Source: an optimization exercise on an open RTL-to-GDS flow (aim: small area and a short achievable clock period). Production flows keep margins and buffers that such runs may drop. Function was checked by simulation only, so behaviour that the tests miss may differ from the original.

== build 4 ==
==> flow/design.v (excerpt) <==
module mul_pipe_single #(
  parameter XLEN    = 32,
  parameter RD_BITS = 5,
  parameter TAG_W   = 4
) (
  input  wire                 clk,
  input  wire                 rst,
  input  wire                 EX_mul,
  input  wire [XLEN-1:0]      EX_mul_a,
  input  wire [XLEN-1:0]      EX_mul_b,
  input  wire [RD_BITS-1:0]   EX_mul_rd,
  input  wire [TAG_W-1:0]     EX_mul_tag,
  input  wire                 MEM_we,     
  input  wire                 MEM_jlx,    
  output wire                 mul_result_valid,
  output wire [XLEN-1:0]      mul_result,
  output wire [RD_BITS-1:0]   mul_rd,           
  output wire [TAG_W-1:0]     mul_result_tag,   
  output wire                 mul_busy,
  output wire [RD_BITS-1:0]   mul_busy_rd,
  output wire [TAG_W-1:0]     mul_busy_tag,
  output wire                 mul_wb_conflict_stall,
  output wire                 mul_issue_stall
);
Size in the first run: roughly 840 cells after synthesis, roughly 130 I/O pins, roughly 0.0085 mm^2 of cells after synthesis.
export LEC_CHECK = 0
export ABC_CLOCK_PERIOD_IN_PS = 4000
export CAP_MARGIN = 20
export CORE_MARGIN = 2
export CORE_UTILIZATION = 40
export CTS_BUF_LIST = sky130_fd_sc_hd__clkbuf_4 sky130_fd_sc_hd__clkbuf_8
export SLEW_MARGIN = 20
create_clock -name core_clock -period 10.0 [get_ports {clk}]
standard.sh (not shown) runs the stock make flow with config.mk's settings and CLKGATE_MAP_FILE= SYNTH_SCRIPT=/design/flow/synth_recipe.tcl, a recipe that flattens the netlist after the stock synthesis.
==> flow/flow/run.sh <==
#!/bin/bash
# Layout flow: the standard ORFS flow (standard.sh, unchanged synthesis), with
#  - after synthesis, flow/polarity.py flips full-adder cells (FA(~a,~b,~c) = ~FA(a,b,c))
#    so that fewer inverters are needed around them; registers are untouched
#  - port buffers made of plain buffers instead of the delay cells buffer_ports picks
set -euo pipefail
cd "$(dirname "$0")/.."
source flow/params.sh
export BUFFER_PORTS_ARGS
export SETUP_SLACK_MARGIN
R=orfs/results/sky130hd/mul_pipe_single/base
bash standard.sh synth > synth.log 2>&1
if [[ "${POLARITY:-1}" == 1 ]]; then
  cp $R/1_2_yosys.v $R/1_2_yosys.std.v
  python3 flow/polarity.py $R/1_2_yosys.std.v $R/1_2_yosys.v > polarity.log 2>&1
  rm -f $R/1_synth.odb
fi
bash standard.sh > standard.log 2>&1
==> flow/flow/params.sh <==
BUFFER_PORTS_ARGS="-buffer_cell sky130_fd_sc_hd__buf_1"
SETUP_SLACK_MARGIN=6.0
POLARITY=1
Other scripts of this flow, unchanged in this note and not shown: flow/flow/polarity.py
--- input diff build 4..build 55 ---
# build 4
export LEC_CHECK = 0
export ABC_CLOCK_PERIOD_IN_PS = 4000
export CAP_MARGIN = 20
export CORE_MARGIN = 2
export CORE_UTILIZATION = 40
export CTS_BUF_LIST = sky130_fd_sc_hd__clkbuf_4 sky130_fd_sc_hd__clkbuf_8
export SLEW_MARGIN = 20
create_clock -name core_clock -period 10.0 [get_ports {clk}]
# build 55
export LEC_CHECK = 0
export CAP_MARGIN = 20
export CORE_MARGIN = 2
export CORE_UTILIZATION = 40
export SLEW_MARGIN = 20
create_clock -name core_clock -period 10.0 [get_ports {clk}]
==> flow/flow/params.sh <==
BUFFER_PORTS_ARGS="-buffer_cell sky130_fd_sc_hd__buf_1"
SETUP_SLACK_MARGIN=5.0
POLARITY=1
Findings:
Wire length of the first global-routing pass across build 55 and build 4: no real change. Re placeable core area: no difference whatsoever between build 4 and build 55. Against build 4, build 55 reports a final cell count that is lower. Overall global routing resource usage: build 55 vs build 4, no meaningful difference. Build 55 against build 4: sum of routed wire segments on met1 decreased 260 um; total congestion overflow essentially unchanged. When build 55 is set beside build 4, its total wirelength of the detailed-routed design turns out to be 720 um smaller.
Changes in build 61 relative to build 55:
==> flow/flow/params.sh <==
BUFFER_PORTS_ARGS="-buffer_cell sky130_fd_sc_hd__buf_1"
SETUP_SLACK_MARGIN=4.0
POLARITY=1
==> summary.txt <==
Build 61: area overhead of the layout relative to synthesis lower than build 55. Status: total length of routed wires parity (build 55, build 61). Looking at cell with the biggest individual delay on the critical path, the sky130_fd_sc_hd__fa_1 result is from build 55; the sky130_fd_sc_hd__dfxtp_1 one comes from build 61. Build 61 leaves less setup margin than build 55. Going from build 55 to build 61, utilization of the core after routing shows a reduction of 0.37 points, time the final worst path needs with I/O delays and setup rose 650 ps.
For build 50, these inputs were changed with respect to build 61:
==> flow/flow/params.sh <==
BUFFER_PORTS_ARGS="-buffer_cell sky130_fd_sc_hd__buf_1"
SETUP_SLACK_MARGIN=6.0
POLARITY=1
==> summary.txt <==
On global-route met3 utilization, build 61 and build 50 are basically level. Final worst setup slack in build 50 is 910 ps above build 61. The worst setup path startpoint comes out pbn[3]$_DFF_P_ in one run and a[10]$_DFFE_PP_ in the other, namely in build 61 and build 50 respectively. The design area reported for build 50 is greater than that of build 61 by 940 um^2.

---

Another version of the RTL of mul_pipe_single (not shown whole).
Size: ~820 cells after synthesis, roughly 130 I/O pins, roughly 8700 sq um of cells after synthesis.
Settings: LEC_CHECK=0, CAP_MARGIN=20, CORE_MARGIN=2, CORE_UTILIZATION=40, SLEW_MARGIN=20; clock period 10.0 ns.
==> flow/flow/params.sh <==
BUFFER_PORTS_ARGS="-buffer_cell sky130_fd_sc_hd__buf_1"
SETUP_SLACK_MARGIN=5.0
POLARITY=1
Scripts as last shown in full above: flow/flow/run.sh
Other scripts of this flow, unchanged in this note and not shown: flow/flow/polarity.py
Then changed:
==> flow/flow/params.sh (replaced) <==
BUFFER_PORTS_ARGS="-buffer_cell sky130_fd_sc_hd__buf_1"
SETUP_SLACK_MARGIN=4.8
POLARITY=1
The changed run completed with no timing, DRC or antenna violations; worst setup slack got worse by 150 ps; final cell count is lower by 0.76%; design area goes down by 0.78%; critical path depth decreases by 1; non-clock buffer count falls by 9.

## what the ideal ports hide
Ports are ideal in the flow. The routed layouts listed here were re-timed in OpenROAD. Step 1 assumes that a clkbuf_16 drives the clock port and a buf_2 every other input. Step 2, shift: input delay + t, output delay - t, t = (earliest + latest rising clock arrival at the registers) / 2. This alone moves slack from input paths to output paths. a / b / c = ideal ports / drivers / drivers and shift; a / b = the first two.
| run | shift t [ns] | setup WS [ns] | worst setup path at the end | clock arrival spread, ns | slew at the worst register clock pin (ns) |
|---|---|---|---|---|---|
| build 4 | 0.432 | 5.492 / 5.492 / 5.492 | register to register | 0.018 / 0.018 | 0.12 / 0.12 |
| build 55 | 0.404 | 5.207 / 5.207 / 5.207 | register to register | 0.014 / 0.014 | 0.09 / 0.09 |
| build 61 | 0.406 | 4.555 / 4.555 / 4.555 | register to register | 0.017 / 0.016 | 0.09 / 0.09 |
| build 50 | 0.404 | 5.466 / 5.466 / 5.466 | register to register | 0.012 / 0.013 | 0.08 / 0.08 |
| the first run of note 2 | 0.409 | 5.337 / 5.337 / 5.337 | register to register | 0.016 / 0.016 | 0.09 / 0.09 |
| the second run of note 2 | 0.408 | 5.183 / 5.183 / 5.183 | register to register | 0.016 / 0.016 | 0.09 / 0.09 |
After both steps every run listed still meets setup and hold.
